Source: an optimization exercise on an open RTL-to-GDS flow (aim: small area). Production flows keep margins and buffers that such runs may drop. The RTL was checked by simulation tests, not by an equivalence proof against the original design. Power figures rest on the tool's default switching activity, not on a simulated workload.

==> flow/design.v <==
module fifo_router (
    input            clock,
    input            resetn,
    input            write_enb,
    input            soft_reset,
    input            read_enb,
    input      [7:0] data_in,
    output           empty,
    output           full,
    output     [7:0] data_out
);
    reg [7:0] mem [0:15];
    reg [4:0] count;
    reg       out_vld;
    assign empty = (count == 5'd0);
    assign full  = count[4];
    wire push = write_enb & ~full;
    wire pop  = read_enb & ~empty;
    wire [127:0] mem_flat;
    genvar g;
    generate
        for (g = 0; g < 16; g = g + 1) begin : flat
            assign mem_flat[g*8 +: 8] = mem[g];
        end
    endgenerate
    fifo_rdmux rdmux (.d(mem_flat), .sel(count[3:0]), .en(out_vld), .y(data_out));
    wire up = push & ~pop;
    wire dn = pop & ~push;
    wire [4:0] tog;
    assign tog[0] = up | dn;
    assign tog[1] = (up & count[0]) | (dn & ~count[0]);
    assign tog[2] = (up & &count[1:0]) | (dn & ~|count[1:0]);
    assign tog[3] = (up & &count[2:0]) | (dn & ~|count[2:0]);
    assign tog[4] = (up & &count[3:0]) | (dn & ~|count[3:0]);
    always @(posedge clock) begin
        if (!resetn || soft_reset)
            count <= 5'd0;
        else
            count <= count ^ tog;
    end
    always @(posedge clock) begin
        if (!resetn || soft_reset)
            out_vld <= 1'b0;
        else
            out_vld <= pop & ~(|data_out);
    end
    integer i;
    always @(posedge clock) begin
        if (push) begin
            mem[0] <= data_in;
            for (i = 1; i < 16; i = i + 1)
                mem[i] <= mem[i - 1];
        end
    end
endmodule
module fifo_rdmux (
    input  [127:0] d,
    input  [3:0]   sel,
    input          en,
    output [7:0]   y
);
    assign y = en ? d[sel*8 +: 8] : 8'h00;
endmodule
module router_sync (
    input      clock,
    input      resetn,
    input      vld,
    input      read_enb,
    output     soft_reset
);
    reg [4:0] count;
    assign soft_reset = (count == 5'b10000);
    always @(posedge clock) begin
        if (!resetn || !vld || read_enb)
            count <= 5'd0;
        else
            count <= {count[3:0], ~(count[4] ^ count[2]) ^ (&count[3:0])};
    end
endmodule
module router_reg (
    input            clock,
    input            resetn,
    input            pkt_valid,
    input      [7:0] data_in,
    input            fifo_full,
    input            detect_add,
    input            ld_state,
    input            laf_state,
    input            rst_int_reg,
    output reg       parity_done,
    output reg       low_pkt_valid,
    output reg       error,
    output reg [7:0] dout
);
    reg [7:0] full_byte, parity;
    wire ld_ok   = ld_state & ~fifo_full;
    wire par_in  = (ld_ok & ~pkt_valid) | (laf_state & low_pkt_valid);
    always @(posedge clock)
        if (ld_state && fifo_full)
            full_byte <= data_in;
    always @(posedge clock) begin
        if (!resetn)
            dout <= 8'h00;
        else if (ld_ok)
            dout <= data_in;
        else if (laf_state)
            dout <= full_byte;
    end
    always @(posedge clock) begin
        if (detect_add)
            parity <= data_in;
        else if (ld_ok || par_in)
            parity <= parity ^ data_in;
    end
    always @(posedge clock) begin
        if (!resetn || detect_add || rst_int_reg)
            parity_done <= 1'b0;
        else if (par_in)
            parity_done <= 1'b1;
    end
    always @(posedge clock) begin
        if (!resetn)
            low_pkt_valid <= 1'b0;
        else if (ld_state && !pkt_valid)
            low_pkt_valid <= 1'b1;
    end
    always @(posedge clock) begin
        if (!resetn)
            error <= 1'b0;
        else
            error <= parity_done & (|parity);
    end
endmodule
module router_fsm (
    input        clock,
    input        resetn,
    input        pkt_valid,
    input        parity_done,
    input  [2:0] soft_reset,
    input        low_pkt_valid,
    input  [2:0] fifo_empty,
    input  [2:0] fifo_full_n,
    input  [1:0] data_in,
    output       busy,
    output       detect_add,
    output       ld_state,
    output       laf_state,
    output       rst_int_reg,
    output       fifo_full,
    output [2:0] write_enb
);
    localparam DECODE_ADDRESS = 3'd5;
    localparam LOAD_FIRST_DATA = 3'd1;
    localparam LOAD_DATA = 3'd2;
    localparam FIFO_FULL_STATE = 3'd3;
    localparam LOAD_AFTER_FULL = 3'd7;
    localparam LOAD_PARITY = 3'd6;
    localparam CHECK_PARITY_ERROR = 3'd4;
    localparam WAIT_TILL_EMPTY = 3'd0;
    reg [2:0] state, next_state;
    reg [1:0] addr;
    wire addr_empty = (addr == 2'd0) ? fifo_empty[0] :
                      (addr == 2'd1) ? fifo_empty[1] :
                      (addr == 2'd2) ? fifo_empty[2] : 1'b0;
    assign fifo_full = (addr == 2'd0) ? fifo_full_n[0] :
                       (addr == 2'd1) ? fifo_full_n[1] :
                       (addr == 2'd2) ? fifo_full_n[2] : 1'b0;
    wire addr_sr    = (addr == 2'd0) ? soft_reset[0] :
                      (addr == 2'd1) ? soft_reset[1] :
                      (addr == 2'd2) ? soft_reset[2] : 1'b0;
    wire in_empty   = (data_in == 2'd0) ? fifo_empty[0] :
                      (data_in == 2'd1) ? fifo_empty[1] : fifo_empty[2];
    assign detect_add  = (state == DECODE_ADDRESS);
    assign ld_state    = (state == LOAD_DATA);
    assign laf_state   = (state == LOAD_AFTER_FULL);
    assign rst_int_reg = (state == CHECK_PARITY_ERROR);
    assign busy        = !(detect_add || ld_state);
    wire write_enb_reg = ld_state || laf_state || (state == LOAD_PARITY);
    always @(posedge clock)
        if (detect_add)
            addr <= data_in;
    reg write_d;
    always @(posedge clock)
        write_d <= write_enb_reg;
    assign write_enb[0] = write_d && addr == 2'd0;
    assign write_enb[1] = write_d && addr == 2'd1;
    assign write_enb[2] = write_d && addr == 2'd2;
    always @(posedge clock) begin
        if (!resetn || addr_sr)
            state <= DECODE_ADDRESS;
        else
            state <= next_state;
    end
    always @(*) begin
        case (state)
            DECODE_ADDRESS:
                if (pkt_valid && data_in != 2'b11)
                    next_state = in_empty ? LOAD_FIRST_DATA : WAIT_TILL_EMPTY;
                else
                    next_state = DECODE_ADDRESS;
            LOAD_FIRST_DATA:
                next_state = LOAD_DATA;
            LOAD_DATA:
                if (fifo_full)
                    next_state = FIFO_FULL_STATE;
                else if (!pkt_valid)
                    next_state = LOAD_PARITY;
                else
                    next_state = LOAD_DATA;
            FIFO_FULL_STATE:
                next_state = fifo_full ? FIFO_FULL_STATE : LOAD_AFTER_FULL;
            LOAD_AFTER_FULL:
                next_state = low_pkt_valid ? LOAD_PARITY : LOAD_DATA;
            LOAD_PARITY:
                next_state = CHECK_PARITY_ERROR;
            CHECK_PARITY_ERROR:
                next_state = fifo_full ? CHECK_PARITY_ERROR : DECODE_ADDRESS;
            default:  
                next_state = addr_empty ? LOAD_FIRST_DATA : WAIT_TILL_EMPTY;
        endcase
    end
endmodule
module router_top (
    input           clock,
    input           resetn,
    input           read_enb_0,
    input           read_enb_1,
    input           read_enb_2,
    input           pkt_valid,
    input  [7:0]    data_in,
    output          valid_out_0,
    output          valid_out_1,
    output          valid_out_2,
    output          error,
    output          busy,
    output [7:0]    data_out_0,
    output [7:0]    data_out_1,
    output [7:0]    data_out_2
);
    wire       fifo_full, detect_add, ld_state, laf_state, rst_int_reg;
    wire       parity_done, low_pkt_valid;
    wire [7:0] dout;
    wire [2:0] write_enb;
    wire [2:0] empty, full, soft_reset;
    assign valid_out_0 = ~empty[0];
    assign valid_out_1 = ~empty[1];
    assign valid_out_2 = ~empty[2];
    router_reg register (
        .clock(clock), .resetn(resetn), .pkt_valid(pkt_valid), .data_in(data_in),
        .fifo_full(fifo_full), .detect_add(detect_add), .ld_state(ld_state),
        .laf_state(laf_state), .rst_int_reg(rst_int_reg), .parity_done(parity_done),
        .low_pkt_valid(low_pkt_valid), .error(error), .dout(dout));
    router_fsm fsm (
        .clock(clock), .resetn(resetn), .pkt_valid(pkt_valid), .parity_done(parity_done),
        .soft_reset(soft_reset), .low_pkt_valid(low_pkt_valid), .fifo_empty(empty),
        .fifo_full_n(full), .data_in(data_in[1:0]), .busy(busy), .detect_add(detect_add),
        .ld_state(ld_state), .laf_state(laf_state), .rst_int_reg(rst_int_reg),
        .fifo_full(fifo_full), .write_enb(write_enb));
    router_sync sync_0 (.clock(clock), .resetn(resetn), .vld(~empty[0]), .read_enb(read_enb_0), .soft_reset(soft_reset[0]));
    router_sync sync_1 (.clock(clock), .resetn(resetn), .vld(~empty[1]), .read_enb(read_enb_1), .soft_reset(soft_reset[1]));
    router_sync sync_2 (.clock(clock), .resetn(resetn), .vld(~empty[2]), .read_enb(read_enb_2), .soft_reset(soft_reset[2]));
    fifo_router fifo_0 (.clock(clock), .resetn(resetn), .write_enb(write_enb[0]), .soft_reset(soft_reset[0]),
        .read_enb(read_enb_0), .data_in(dout), .empty(empty[0]), .full(full[0]), .data_out(data_out_0));
    fifo_router fifo_1 (.clock(clock), .resetn(resetn), .write_enb(write_enb[1]), .soft_reset(soft_reset[1]),
        .read_enb(read_enb_1), .data_in(dout), .empty(empty[1]), .full(full[1]), .data_out(data_out_1));
    fifo_router fifo_2 (.clock(clock), .resetn(resetn), .write_enb(write_enb[2]), .soft_reset(soft_reset[2]),
        .read_enb(read_enb_2), .data_in(dout), .empty(empty[2]), .full(full[2]), .data_out(data_out_2));
endmodule
export LEC_CHECK = 0
export ABC_AREA = 0
export CAP_MARGIN = 0
export CORE_MARGIN = 2
export CORE_UTILIZATION = 60
export PLACE_DENSITY = 0.75
export SLEW_MARGIN = 0
create_clock -name core_clock -period 5.0 [get_ports {clock}]
standard.sh (not shown) runs the stock make flow with config.mk's settings and CLKGATE_MAP_FILE= SYNTH_SCRIPT=/design/flow/synth_recipe.tcl, a recipe that flattens the netlist after the stock synthesis.
==> flow/flow/run.sh <==
#!/bin/bash
# The standard layout with three changes:
#  - synthesis replaces the FIFO read multiplexer module (fifo_rdmux) with the
#    gate-level version in flow/fifo_rdmux_gates.v (same function, made by
#    gen/gen_rdmux.py), and ABC maps the rest with flow/abc_amap.script;
#    registers are mapped exactly as in the standard synthesis;
#  - port buffers are plain buf_1 cells;
#  - the clock tree uses clkbuf_8 buffers in small clusters, without dummy loads.
# Each tool's output goes to a log file here; ORFS keeps its own logs under orfs/logs.
set -uo pipefail
HERE=$PWD

# Synthesis script: synth_recipe.tcl with ORFS's synth.tcl replaced by a copy
# that reads the gate-level multiplexer over the RTL one and maps the
# combinational logic with an area-oriented ABC script (flow/abc_amap.script).
sed -e 's|^read_checkpoint \$::env(RESULTS_DIR)/1_1_yosys_canonicalize.rtlil$|&\nread_verilog -overwrite '"$HERE"'/flow/fifo_rdmux_gates.v|' \
    -e 's|^  log_cmd abc {\*}\$abc_args$|  set abc_args [lreplace $abc_args 1 1 '"$HERE"'/flow/abc_amap.script]\n&|' \
    "$FLOW_HOME/scripts/synth.tcl" > "$HERE/flow_synth.tcl"
if ! grep -q 'fifo_rdmux_gates.v' "$HERE/flow_synth.tcl" || ! grep -q 'abc_amap.script' "$HERE/flow_synth.tcl"; then
    echo "run.sh: could not patch synth.tcl" >&2
    exit 1
fi
sed 's|^source \$::env(SCRIPTS_DIR)/synth.tcl$|source '"$HERE"'/flow_synth.tcl|' synth_recipe.tcl > "$HERE/flow_synth_recipe.tcl"
if ! grep -q "flow_synth.tcl" "$HERE/flow_synth_recipe.tcl"; then
    echo "run.sh: could not patch synth_recipe.tcl" >&2
    exit 1
fi
sed 's|SYNTH_SCRIPT=[^ ]*synth_recipe.tcl|SYNTH_SCRIPT='"$HERE"'/flow_synth_recipe.tcl|' standard.sh > "$HERE/flow_standard.sh"
if ! grep -q "flow_synth_recipe.tcl" "$HERE/flow_standard.sh"; then
    echo "run.sh: could not patch standard.sh" >&2
    exit 1
fi

export BUFFER_PORTS_ARGS="-buffer_cell sky130_fd_sc_hd__buf_1"
export CTS_ARGS="-sink_clustering_enable -repair_clock_nets -dont_use_dummy_load -buf_list sky130_fd_sc_hd__clkbuf_8 -sink_clustering_size 18 -sink_clustering_max_diameter 70"
bash "$HERE/flow_standard.sh" > "$HERE/flow_standard.log" 2>&1
Other scripts of this flow, unchanged in this note and not shown: flow/flow/abc_amap.script, flow/flow/fifo_rdmux_gates.v
Next try:
--- a/flow/flow/run.sh
+++ b/flow/flow/run.sh
@@ -34,3 +34,3 @@
 export BUFFER_PORTS_ARGS="-buffer_cell sky130_fd_sc_hd__buf_1"
-export CTS_ARGS="-sink_clustering_enable -repair_clock_nets -dont_use_dummy_load -buf_list sky130_fd_sc_hd__clkbuf_8 -sink_clustering_size 18 -sink_clustering_max_diameter 70"
+export CTS_ARGS="-sink_clustering_enable -repair_clock_nets -dont_use_dummy_load -buf_list sky130_fd_sc_hd__clkbuf_8 -sink_clustering_size 20 -sink_clustering_max_diameter 70"
 bash "$HERE/flow_standard.sh" > "$HERE/flow_standard.log" 2>&1
After rerunning:
- die area does not change
- total power drops by 0.63%
- worst hold slack barely changes

-- afterwards: timing with drivers on the ports --
Ports are ideal in the flow. The routed layouts listed here were re-timed in OpenROAD.
Step 1 sets driving cells, clkbuf_16 on the clock port and buf_2 on the other inputs (assumed; they add their load-dependent delay and slew).
Step 2 moves the port delays by t, midway between the first and last clock arrival at a register: inputs arrive t later, outputs are due t later. That takes back most of the time a late clock gives input paths.
Three values: no drivers, after step 1, after step 2; two values: the first two.
| run | shift t [ns] | setup slack, ns | worst setup path at the end | worst data-port slew with drivers (ns) |
|---|---|---|---|---|
| the first run | 0.627 | 1.400 / 1.358 / 1.986 | register to output | 0.03 |
| the second run | 0.625 | 1.389 / 1.344 / 1.970 | register to output | 0.03 |
After both steps setup and hold are still met in every run listed.
